From an optimization exercise on the open Yosys and OpenROAD flow, aimed at small area and a short achievable clock period; shortcuts taken in it are not production practice. Only the layout flow was run in this run; the RTL was not checked for function there. The clock cells of this run come from the design's own scripts or RTL, not from TritonCTS. The clock input has no modelled driver; a real chip could not lean on it and would need a root buffer or a full tree. Power and IR drop assume default switching activity.

==> flow/config.mk <==
export PLATFORM = sky130hd
export DESIGN_NAME = voting_machine
export DESIGN_NICKNAME = voting_machine
export VERILOG_FILES = /design/flow/design.v
export SDC_FILE = /design/flow/constraint.sdc
export NUM_CORES = 4
export LEC_CHECK = 0
export CAP_MARGIN = 60
export CORE_MARGIN = 2
export CORE_UTILIZATION = 40
export SLEW_MARGIN = 60
==> flow/constraint.sdc <==
create_clock -name core_clock -period 100.0 [get_ports {clk}]
set_input_delay 20.0000 -clock core_clock [delete_from_list [all_inputs] [get_ports {clk}]]
set_output_delay 20.0000 -clock core_clock [all_outputs]
set_load 0.01 [all_outputs]
==> flow/design.v <==
module sevseg(in, disp, off, ones, tens, hundreds, thousands);
	input [15:0] in;
	input disp, off;   
	output [6:0] ones, tens, hundreds, thousands;
	function [6:0] seg;
		input [3:0] n;
		begin
		seg[0] = !n[3]&!n[2]&!n[1]&n[0] | !n[3]&n[2]&!n[1]&!n[0] | n[3]&!n[2]&n[1]&n[0] | n[3]&n[2]&!n[1]&n[0];
		seg[1] = n[2]&n[1]&!n[0] | n[3]&n[2]&!n[0] | n[3]&n[1]&n[0] | !n[3]&n[2]&!n[1]&n[0];
		seg[2] = !n[3]&!n[2]&n[1]&!n[0] | n[3]&n[2]&!n[0] | n[3]&n[2]&n[1];
		seg[3] = !n[3]&!n[2]&!n[1]&n[0] | !n[3]&n[2]&!n[1]&!n[0] | n[2]&n[1]&n[0] | n[3]&!n[2]&n[1]&!n[0];
		seg[4] = !n[3]&n[0] | !n[3]&n[2]&!n[1] | !n[2]&!n[1]&n[0];
		seg[5] = !n[3]&!n[2]&n[0] | !n[3]&!n[2]&n[1] | !n[3]&n[1]&n[0] | n[3]&n[2]&!n[1]&n[0];
		seg[6] = !n[3]&!n[2]&!n[1] | !n[3]&n[2]&n[1]&n[0] | n[3]&n[2]&!n[1]&!n[0];
		end
	endfunction
	assign ones      = disp ? seg(in[3:0]) : off ? 7'b1111111 : 7'b0001110;
	assign tens      = disp ? seg(in[7:4]) : off ? 7'b1111111 : 7'b0101011;
	assign hundreds  = disp ? seg(in[11:8]) : off ? 7'b1111111 : 7'b1000000;
	assign thousands = disp ? seg(in[15:12]) : off ? 7'b1111111 : 7'b1000110;
endmodule
module vga_out(clk, rst, run, VGA_R, VGA_G, VGA_B, VGA_HS, VGA_VS, VGA_SYNC, VGA_BLANK, cnt_t, cnt_b);
input clk, rst, run;
input [15:0] cnt_t, cnt_b;
output [7:0] VGA_R, VGA_G, VGA_B;
output VGA_BLANK, VGA_SYNC, VGA_HS, VGA_VS;
assign VGA_SYNC = 1'b0;
reg [4:0] ql;
reg [5:0] qh;
reg [9:0] l;
wire ql_wrap = (ql == 5'd19);
wire q_wrap = (qh == 6'd52) && (ql == 5'd18);
wire l_wrap = (l == 10'd626);
wire [5:0] cql;
wire [6:0] cqh;
wire [10:0] cl;
assign cql[0] = 1'b1;
assign cqh[0] = ql_wrap;
assign cl[0] = q_wrap;
genvar gi;
generate
	for (gi = 0; gi < 5; gi = gi + 1) begin : g_ql
		assign cql[gi+1] = cql[gi] & ql[gi];
	end
	for (gi = 0; gi < 6; gi = gi + 1) begin : g_qh
		assign cqh[gi+1] = cqh[gi] & qh[gi];
	end
	for (gi = 0; gi < 10; gi = gi + 1) begin : g_l
		assign cl[gi+1] = cl[gi] & l[gi];
	end
endgenerate
wire clr_ql = !run || ql_wrap || q_wrap;
wire clr_qh = !run || q_wrap;
wire clr_l = !run || (q_wrap && l_wrap);
always @(posedge clk or negedge rst)
	if (!rst) begin
		ql <= 5'd0;
		qh <= 6'd0;
	end else begin
		ql <= ((ql ^ cql[4:0]) & {5{!clr_ql}}) | {4'd0, run && q_wrap};
		qh <= (qh ^ cqh[5:0]) & {6{!clr_qh}};
	end
always @(posedge clk)
	l <= (l ^ cl[9:0]) & {10{!clr_l}};
function ge;
	input [5:0] h;
	input [4:0] n;
	ge = (qh > h) || (qh == h && ql >= n);
endfunction
wire [4:0] cyc = ql;
wire [3:0] jp = qh[3:0];           
wire redp = qh[5];
wire active = !qh[4] && (jp >= 4'd1) && (jp <= 4'd10);
wire c0 = (cyc == 5'd0);
reg [19:0] e;
reg prev, c1, c2, brw, nz, dec, f_red, f_blue;
wire t_c = cnt_t[cyc[3:0]];
wire b_c = cnt_b[cyc[3:0]];
wire brw_in = c0 ? 1'b0 : brw;
wire r_c = t_c ^ b_c ^ brw_in;
wire hi = cyc[4];
wire xv = !hi & (redp ? r_c : b_c);
wire yv = !hi & (redp ? b_c : r_c);
reg aj, cj;
always @(*) begin
	aj = (jp == 4'd1) || (jp == 4'd5) || (jp == 4'd6);
	if (redp)
		cj = (jp == 4'd1) || (jp == 4'd4) || (jp == 4'd6) || (jp == 4'd8) || (jp == 4'd9) || (jp == 4'd10);
	else
		cj = (jp == 4'd1) || (jp == 4'd4) || (jp == 4'd6) || (jp == 4'd7);
end
reg lk;
always @(*)
	case (jp)
		4'd1: lk = l[9];
		4'd2: lk = l[8];
		4'd3: lk = l[7];
		4'd4: lk = l[6];
		4'd5: lk = l[5];
		4'd6: lk = l[4];
		4'd7: lk = l[3];
		4'd8: lk = l[2];
		4'd9: lk = l[1];
		4'd10: lk = l[0];
		default: lk = 1'b0;
	endcase
wire ypos = lk & !cj;
wire yneg = !lk & cj;
wire fb = (c0 || jp == 4'd1) ? 1'b0 : prev;
wire opa = aj & xv;
wire opb = ypos ? yv : yneg ? !yv : 1'b0;
wire c1_in = c0 ? 1'b0 : c1;
wire c2_in = c0 ? yneg : c2;
wire s1 = fb ^ opa ^ c1_in;
wire e_new = s1 ^ opb ^ c2_in;
wire big = (e_new != e[19]) || (e[19] != e[18]);
wire pass_end = ql_wrap && active;
wire decide = pass_end && !dec && (big || jp == 4'd10);
wire flag = !e_new & nz;
always @(posedge clk) begin
	e <= {e_new, e[19:1]};
	prev <= e[0];
	c1 <= (fb & opa) | (fb & c1_in) | (opa & c1_in);
	c2 <= (s1 & opb) | (s1 & c2_in) | (opb & c2_in);
	brw <= (!t_c & b_c) | (!(t_c ^ b_c) & brw_in);
	nz <= (c0 ? 1'b0 : nz) | (!hi & (t_c | b_c));
	if (pass_end && jp == 4'd1)
		dec <= 1'b0;   
	else if (decide)
		dec <= 1'b1;
	if (decide) begin
		if (redp) f_red <= flag;
		else f_blue <= flag;
	end
end
wire ran = (qh != 6'd0) || (ql != 5'd0);    
wire px  = ge(6'd12, 5'd12) && !ge(6'd52, 5'd3);
wire py  = ge(6'd12, 5'd12) && !ge(6'd13, 5'd3);
wire pb1 = ge(6'd20, 5'd2) && !ge(6'd25, 5'd3);
wire pb2 = ge(6'd40, 5'd2) && !ge(6'd45, 5'd3);
wire lx  = (l >= 10'd600) && (l <= 10'd610);
wire ly  = (l >= 10'd40) && (l <= 10'd610);
wire lg  = (l == 10'd96) || (l == 10'd97) || (l == 10'd152) || (l == 10'd153) ||
           (l == 10'd208) || (l == 10'd209) || (l == 10'd264) || (l == 10'd265) ||
           (l == 10'd320) || (l == 10'd321) || (l == 10'd376) || (l == 10'd377) ||
           (l == 10'd432) || (l == 10'd433) || (l == 10'd488) || (l == 10'd489) ||
           (l == 10'd544) || (l == 10'd545);
wire axis = (px && lx) || (py && ly);
wire bar1 = pb1 && ly && f_red;
wire bar2 = pb2 && ly && f_blue;
wire grid = px && lg;
wire col_r = !axis && (bar1 || !(bar2 || grid));
wire col_g = axis || !(bar1 || bar2 || grid);
wire col_b = !axis && !bar1 && (bar2 || !grid);
wire vis = ge(6'd12, 5'd1) && !ge(6'd52, 5'd1);
assign VGA_R = {8{vis && col_r}};
assign VGA_G = {8{vis && col_g}};
assign VGA_B = {8{vis && col_b}};
assign VGA_HS = ge(6'd4, 5'd1);
assign VGA_VS = ran && (l >= 10'd3);
assign VGA_BLANK = !ran || !((ge(6'd4, 5'd1) && !ge(6'd12, 5'd1)) || ge(6'd52, 5'd1)) ||
                   ((l >= 10'd3) && (l < 10'd24)) || (l >= 10'd624);
endmodule
module voting_machine(clk, reset, vote_r, vote_b, confirmY, confirmN, hex_count0, hex_count1, hex_count2, hex_count3,enable_vga,VGA_R,VGA_G,VGA_B,VGA_HS,VGA_VS,VGA_SYNC,VGA_BLANK);
input clk, reset, vote_r, vote_b, confirmY, confirmN, enable_vga;
output [6:0] hex_count0, hex_count1, hex_count2, hex_count3;
output [7:0] VGA_R, VGA_G, VGA_B;
output VGA_BLANK, VGA_SYNC, VGA_HS, VGA_VS;
localparam [3:0]
	S_WAIT   = 4'b0000,
	S_RP     = 4'b0001,
	S_RR     = 4'b0010,
	S_BP     = 4'b0100,
	S_BR     = 4'b0101,
	S_DISP   = 4'b0111,
	S_CW_R   = 4'b1000,
	S_CW_B   = 4'b1001,
	S_YP_R   = 4'b1010,
	S_YP_B   = 4'b1011,
	S_YR_R   = 4'b1100,
	S_YR_B   = 4'b1101,
	S_NP     = 4'b1110,
	S_NR     = 4'b1111;
reg [3:0] state;
reg [15:0] count_t, count_b;
wire [16:0] ct, cb;
assign ct[0] = (state == S_YR_R) || (state == S_YR_B);
assign cb[0] = (state == S_YR_B);
genvar gi;
generate for (gi = 0; gi < 16; gi = gi + 1) begin : g_inc
	assign ct[gi+1] = ct[gi] & count_t[gi];
	assign cb[gi+1] = cb[gi] & count_b[gi];
end endgenerate
wire [15:0] inc_t = ct[15:0];
wire [15:0] inc_b = cb[15:0];
reg [3:0] nstate;
always @(*)
	case (state)
		S_WAIT:  nstate = !vote_b ? S_BP : !vote_r ? S_RP : enable_vga ? S_DISP : S_WAIT;
		S_BP:    nstate = !vote_b ? S_BP : S_BR;
		S_BR:    nstate = S_CW_B;
		S_RP:    nstate = !vote_r ? S_RP : S_RR;
		S_RR:    nstate = S_CW_R;
		S_CW_R:  nstate = !confirmY ? S_YP_R : !confirmN ? S_NP : S_CW_R;
		S_CW_B:  nstate = !confirmY ? S_YP_B : !confirmN ? S_NP : S_CW_B;
		S_YP_R:  nstate = !confirmY ? S_YP_R : S_YR_R;
		S_YP_B:  nstate = !confirmY ? S_YP_B : S_YR_B;
		S_YR_R:  nstate = S_WAIT;
		S_YR_B:  nstate = S_WAIT;
		S_NP:    nstate = !confirmN ? S_NP : S_NR;
		S_NR:    nstate = S_WAIT;
		S_DISP:  nstate = enable_vga ? S_DISP : S_WAIT;
		default: nstate = state;
	endcase
reg disp, off;
always @(posedge clk or negedge reset)
	if (!reset) begin
		state <= S_WAIT;
		disp <= 1'b0;
		off <= 1'b1;
		count_t <= 16'd0;
		count_b <= 16'd0;
	end else begin
		state <= nstate;
		disp <= (nstate == S_DISP);
		off <= !nstate[3] && (nstate != S_DISP);
		count_t <= count_t ^ inc_t;
		count_b <= count_b ^ inc_b;
	end
sevseg u_sevseg(count_t, disp, off, hex_count0, hex_count1, hex_count2, hex_count3);
wire vga_run = disp && enable_vga;
vga_out u_vga(clk, reset, vga_run, VGA_R, VGA_G, VGA_B, VGA_HS, VGA_VS, VGA_SYNC, VGA_BLANK, count_t, count_b);
endmodule
==> flow/flow/run.sh <==
#!/bin/bash
# The standard layout (standard.sh) with three changes:
#  - after the standard synthesis, the combinational logic between the
#    registers is mapped again with an area-oriented ABC script; every
#    register keeps its instance name and cell type (flow/resynth.sh);
#  - ports are buffered with the smallest buffer instead of the delay buffer
#    buffer_ports picks by default;
#  - clock tree synthesis uses smaller clock buffers and no dummy loads.
# Each tool's output goes to a log file of its own in this folder.
set -euo pipefail
KNOBS=(
  "PRE_CTS_TCL=$PWD/flow/clock_tree.tcl"
  "BUFFER_PORTS_ARGS=-buffer_cell sky130_fd_sc_hd__buf_1"
  "CTS_ARGS=-sink_clustering_enable -repair_clock_nets -dont_use_dummy_load -buf_list {sky130_fd_sc_hd__clkbuf_4 sky130_fd_sc_hd__clkbuf_8}"
)
RES=orfs/results/${FLOW_PLATFORM}/voting_machine/base
bash standard.sh "${KNOBS[@]}" "$PWD/$RES/1_2_yosys.v" > synth.log 2>&1
bash flow/resynth.sh "$RES/1_2_yosys.v" > resynth.log 2>&1
bash standard.sh "${KNOBS[@]}" finish > layout.log 2>&1
==> flow/flow/clock_tree.tcl <==
# Clock tree of one level: the clock port drives NBUF clock buffers, each
# driving the clock pins of one group of registers (groups by k-means on
# register location). Replaces clock_tree_synthesis for this small design.
set nbuf 4
set block [ord::get_db_block]
set db [ord::get_db]
set clknet [$block findNet clk]
set sinks {}
foreach it [$clknet getITerms] {
  set inst [$it getInst]
  lassign [$inst getLocation] x y
  set m [$inst getMaster]
  set cx [expr {$x + [$m getWidth] / 2}]
  set cy [expr {$y + [$m getHeight] / 2}]
  lappend sinks [list $it $cx $cy]
}
set n [llength $sinks]
puts "manual clock tree: $n sinks, $nbuf buffers"
# k-means, seeded by spreading over the sinks sorted by x then y
set sorted [lsort -integer -index 1 $sinks]
set cent {}
for {set k 0} {$k < $nbuf} {incr k} {
  set s [lindex $sorted [expr {int(($k + 0.5) * $n / $nbuf)}]]
  lappend cent [list [lindex $s 1] [lindex $s 2]]
}
for {set iter 0} {$iter < 30} {incr iter} {
  set groups {}
  for {set k 0} {$k < $nbuf} {incr k} { lappend groups {} }
  foreach s $sinks {
    set best 0; set bd 1e30
    for {set k 0} {$k < $nbuf} {incr k} {
      lassign [lindex $cent $k] gx gy
      set d [expr {abs([lindex $s 1] - $gx) + abs([lindex $s 2] - $gy)}]
      if {$d < $bd} { set bd $d; set best $k }
    }
    lset groups $best [concat [lindex $groups $best] [list $s]]
  }
  set newc {}
  for {set k 0} {$k < $nbuf} {incr k} {
    set g [lindex $groups $k]
    if {[llength $g] == 0} { lappend newc [lindex $cent $k]; continue }
    set sx 0; set sy 0
    foreach s $g { set sx [expr {$sx + [lindex $s 1]}]; set sy [expr {$sy + [lindex $s 2]}] }
    lappend newc [list [expr {$sx / [llength $g]}] [expr {$sy / [llength $g]}]]
  }
  set cent $newc
}
set master [$db findMaster sky130_fd_sc_hd__clkbuf_16]
for {set k 0} {$k < $nbuf} {incr k} {
  set g [lindex $groups $k]
  if {[llength $g] == 0} continue
  set buf [odb::dbInst_create $block $master "clkbuf_m_$k"]
  set net [odb::dbNet_create $block "clknet_m_$k"]
  $net setSigType CLOCK
  [$buf findITerm A] connect $clknet
  [$buf findITerm X] connect $net
  foreach s $g {
    set it [lindex $s 0]
    $it disconnect
    $it connect $net
  }
  lassign [lindex $cent $k] gx gy
  $buf setLocation [expr {int($gx)}] [expr {int($gy)}]
  $buf setPlacementStatus PLACED
  puts "  buffer $k: [llength $g] sinks at $gx $gy"
}
$clknet setSigType CLOCK
global_connect
rename clock_tree_synthesis my_unused_clock_tree_synthesis
proc clock_tree_synthesis {args} {
  puts "clock_tree_synthesis skipped: clock tree built by PRE_CTS_TCL"
  set_propagated_clock [all_clocks]
}
==> flow/flow/resynth.sh <==
#!/bin/bash
# Re-map the combinational cells of a synthesized netlist (in place).
# Sequential cells are kept as they are (same instances, names and types);
# everything else is flattened to gates and mapped again by ABC.
set -euo pipefail
NET=$1
YOSYS=${YOSYS_EXE:-$FLOW_HOME/../tools/install/yosys/bin/yosys}
LIB=$FLOW_HOME/platforms/$FLOW_PLATFORM/lib/sky130_fd_sc_hd__tt_025C_1v80.lib
# cells ABC may not use: clock, delay, low-power, probe, tie and large cells
DU=$(grep -o 'cell ("sky130_fd_sc_hd__[a-z0-9_]*")' "$LIB" | sed 's/cell ("//;s/")//' \
  | grep -E 'lpflow|probe|clk|dly|_12$|_16$|_8$|_6$|einv|ebuf|conb|tap|fill|decap|diode' \
  | sed 's/^/-dont_use /' | tr '\n' ' ')
cp "$NET" resynth_in.v
cat > resynth.abc <<'EOS'
strash; &get -n; &deepsyn -T 60 -S 1; &put; strash; &get -n; &dch -f; &nf -R 1000; &put; topo; dnsize
EOS
"$YOSYS" -p "
read_liberty -ignore_miss_func $LIB
blackbox sky130_fd_sc_hd__df* sky130_fd_sc_hd__edf* sky130_fd_sc_hd__sdf* sky130_fd_sc_hd__sedf* sky130_fd_sc_hd__dl*
read_verilog resynth_in.v
hierarchy -top $FLOW_TOP
flatten
opt_clean -purge
abc -liberty $LIB $DU -script resynth.abc
opt_clean -purge
hilomap -singleton -hicell sky130_fd_sc_hd__conb_1 HI -locell sky130_fd_sc_hd__conb_1 LO
insbuf -buf sky130_fd_sc_hd__buf_1 A X
tee -o resynth_stat.txt stat -liberty $LIB
write_verilog -noattr -nohex -nodec resynth_out.v
"
cp resynth_out.v "$NET"
==> flow/standard.sh <==
#!/bin/bash
# synth_recipe.tcl (not shown) runs the flow's synth.tcl, then flattens the netlist and writes it again
# the make line also repeats each setting of config.mk as NAME=value (left out here)
make -C /OpenROAD-flow-scripts/flow DESIGN_CONFIG=/design/flow/config.mk WORK_HOME=/design/flow/orfs CLKGATE_MAP_FILE= SYNTH_SCRIPT=/design/flow/synth_recipe.tcl "${@:-finish}"
==> run summary <==
- Endpoint kind of the worst setup timing path: primary output
- Die span in y: 112 um
- Kind of start point of the critical path: flop
- Setup CP Type: flop to primary output
- Worst-case vdd ir drop: 0.0140 mV
- Total nets after synthesis: 581
- Via density per instance: 5.63
- Detailed-routing iteration count for the pre-antenna-repair pass: 6
- Maximum number of pins on one net before global-route repair: 50
- Classification of the worst-slack hold path: flop to flop
- MaxCap Viol Count: 0
- Number of global-route vias before repair: 3717
- CP max stage cell: sky130_fd_sc_hd__or3_1
- Largest stage delay on the critical path: 490 ps
- Number of DRC markers in iteration 0: 316
- GRT Util Overall: 16.7%
- Final slew viol count: 0
- Setup fix buffers added after clock tree synthesis: 0
- Number of antenna cells inserted: 0
- Estimated wirelength of the detail-placed design: 7830 um
- Quantity of hold-fixing buffers added after cts: 0
- Gate Count Post-Synth: 574
- LEAKAGE: 1.98 nW
- Worst Skew: 43.1 ps
- Global route overflow: 0
- Die ar.: 12500 um2
- Core Box Area: 11400 um2
- Minimum hold slack: 342 ps
- Share of post-route cells with drive strength above 1: 2.10%
- Top-Level Pins: 63
- Headroom to the max-slew limit: 63.5%
- Syn avg cell area: 8.12 um2
- Number of nets in the final layout: 628
- Minimum setup slack in the final design: 77270 ps
- Number of antenna violations at the first check in global routing: 0
- Post-route ant nets: 0
- Pwr/cell area: 18.6 nW/um2
- Routed len/inst: 14.2 um
- Highest Clock Rate: 44.0 MHz
- Cell area after layout: 5130 um2
- Measured slew at the worst slew-check pin: 543 ps
- Effective utilization at floorplan: 40.8%
- Number of instances resized during post-cts repair: 0
- Cell area reported after detailed placement: 5020 um2
- DRC errors left: 0
- Final period util: 22.7%
- Setup TNS after final layout: 0 ps
- Result of the run: timing/DRC/antenna clean
- Clock latency on the worst-skew pair: 180 ps
- Total wirelength of the detailed-routed design: 10800 um
- RSZ-0062 raised after global routing: no
- Row count: 39
- First-pass GRT wire length: 18300 um
- Mapped Area: 4660 um2
- Vias post-DR: 4292
- Arrival time at the worst endpoint: 2730 ps
- Horiz. Die Dim: 112 um
- Time the worst path needs with I/O delays and setup: 22730 ps
- Yosys warning count: 3
- Largest fanout on the critical path: 8
- Worst slack after detailed placement: 77420 ps
- CP Data Required Time: 80000 ps
- Count of buffers inserted at the top-level ports: 61
- Area grow syn2layout: 10.0%
- Crit path cell chain: or3_1 > or3_1 > a21oi_1 > o21ai_0 > or2_0 > a21oi_1 > buf_1
- Final Hold Violating Endpoints: 0
- Placer congestion estimate: 0.876
- Clock slew seen by the registers of the worst setup and hold paths: 120 ps
- Total setup violations reported at the end of the flow: 0
==> final timing paths <==
path	end	from	slack, ps	cells after the start
max	VGA_R[2]	u_vga.ql[4]$_DFF_PN0_	77270	7
min	u_vga.e[4]$_DFF_P_	u_vga.e[5]$_DFF_P_	340	0
max reg2reg	u_vga.f_red$_DFFE_PP_	u_vga.ql[1]$_DFF_PN0_	96300	13
min reg2reg	u_vga.e[4]$_DFF_P_	u_vga.e[5]$_DFF_P_	340	0
max in group asynchronous	off$_DFF_PN1_	reset	79760	2
min in group asynchronous	count_b[3]$_DFF_PN0_	reset	19840	2
==> power breakdown <==
part	internal (W)	total [W]	leakage [nW]	switching, W
logic	0.0000123	0.0000304	0.952	0.0000181
registers	0.0000420	0.0000491	0.974	0.00000711
clock network	0.00000730	0.0000161	0.0493	0.00000881
==> sequential cells by signal (all words and copies together) (netlist names) <==
signal and cells:
state 4, u_vga.c2 1, u_vga.e 20, u_vga.ql 5, count_b 16, u_vga.f_red 1
off 1, count_t 16, u_vga.qh 6, u_vga.prev 1, disp 1, u_vga.brw 1
u_vga.c1 1, u_vga.nz 1, u_vga.dec 1, u_vga.l 10, u_vga.f_blue 1
==> through the flow <==
step / total power [W] / utilization, % / instances
after floorplan: 0.0000697 / - / 574
after global placement: 0.0000790 / 43.8 / 758
after detailed placement: 0.0000798 / 43.9 / 758
after CTS: 0.0000958 / 44.8 / 762
after global routing: 0.000103 / 44.9 / 762
final: 0.0000956 / 44.9 / 762
==> layout make-up <==
class                           count  area (um2)
Fill cell                        1179        6290
Multi-Input combinational cell    446        2520
Sequential cell                    87        2010
Timing Repair Buffer               63         249
Tap cell                          143         179
Buffer                              4         100
Inverter                           19        71.3
==> critical path: cells and delay by family (launching register included) <==
family / cells / cell delay, ps
flip-flops: 1 / 470
buffers and inverters: 1 / 200
AO/OA/AOI/OAI: 3 / 750
AND/OR/NAND/NOR: 3 / 1170
==> metal layers <==
metal | share of wire [%] | GRT usage, %
met2 | 44 | 25.3
met4 | 0.95 | 2.20
met5 | 0 | 0
met1 | 51 | 26.8
met3 | 4.3 | 1.25
==> placed cells by master (no fill, tap or decap), drive strengths merged, types with 18 or more instances in the layout <==
cell	n
nor2	77
nand3	30
dfrtp	48
inv	19
o21ai	41
dfxtp	36
buf	62
a21oi	48
nor3	21
xnor2	18
nand2	55

==> what the ideal ports hide <==
The flow's constraints put no driver on any port. The routed layout listed below was extracted and timed again, unchanged, in two steps. Step 1: set_driving_cell puts a clkbuf_16 on clk and a buf_2 on each other input, an assumption about the parent block. Step 2, shift: input delay + t, output delay - t, t = (earliest + latest rising clock arrival at the registers) / 2. This alone moves slack from input paths to output paths. Three values: ideal, step 1, step 2; two values: the first two.
shift t [ns]: 0.236
slack for setup (ns): 77.270 / 77.193 / 77.429
clock arrival spread, ns: 0.044 / 0.043
After both steps setup and hold are still met in this run. For this run, drivers alone change the setup slack by -0.077 ns; drivers and shift together by +0.159 ns.
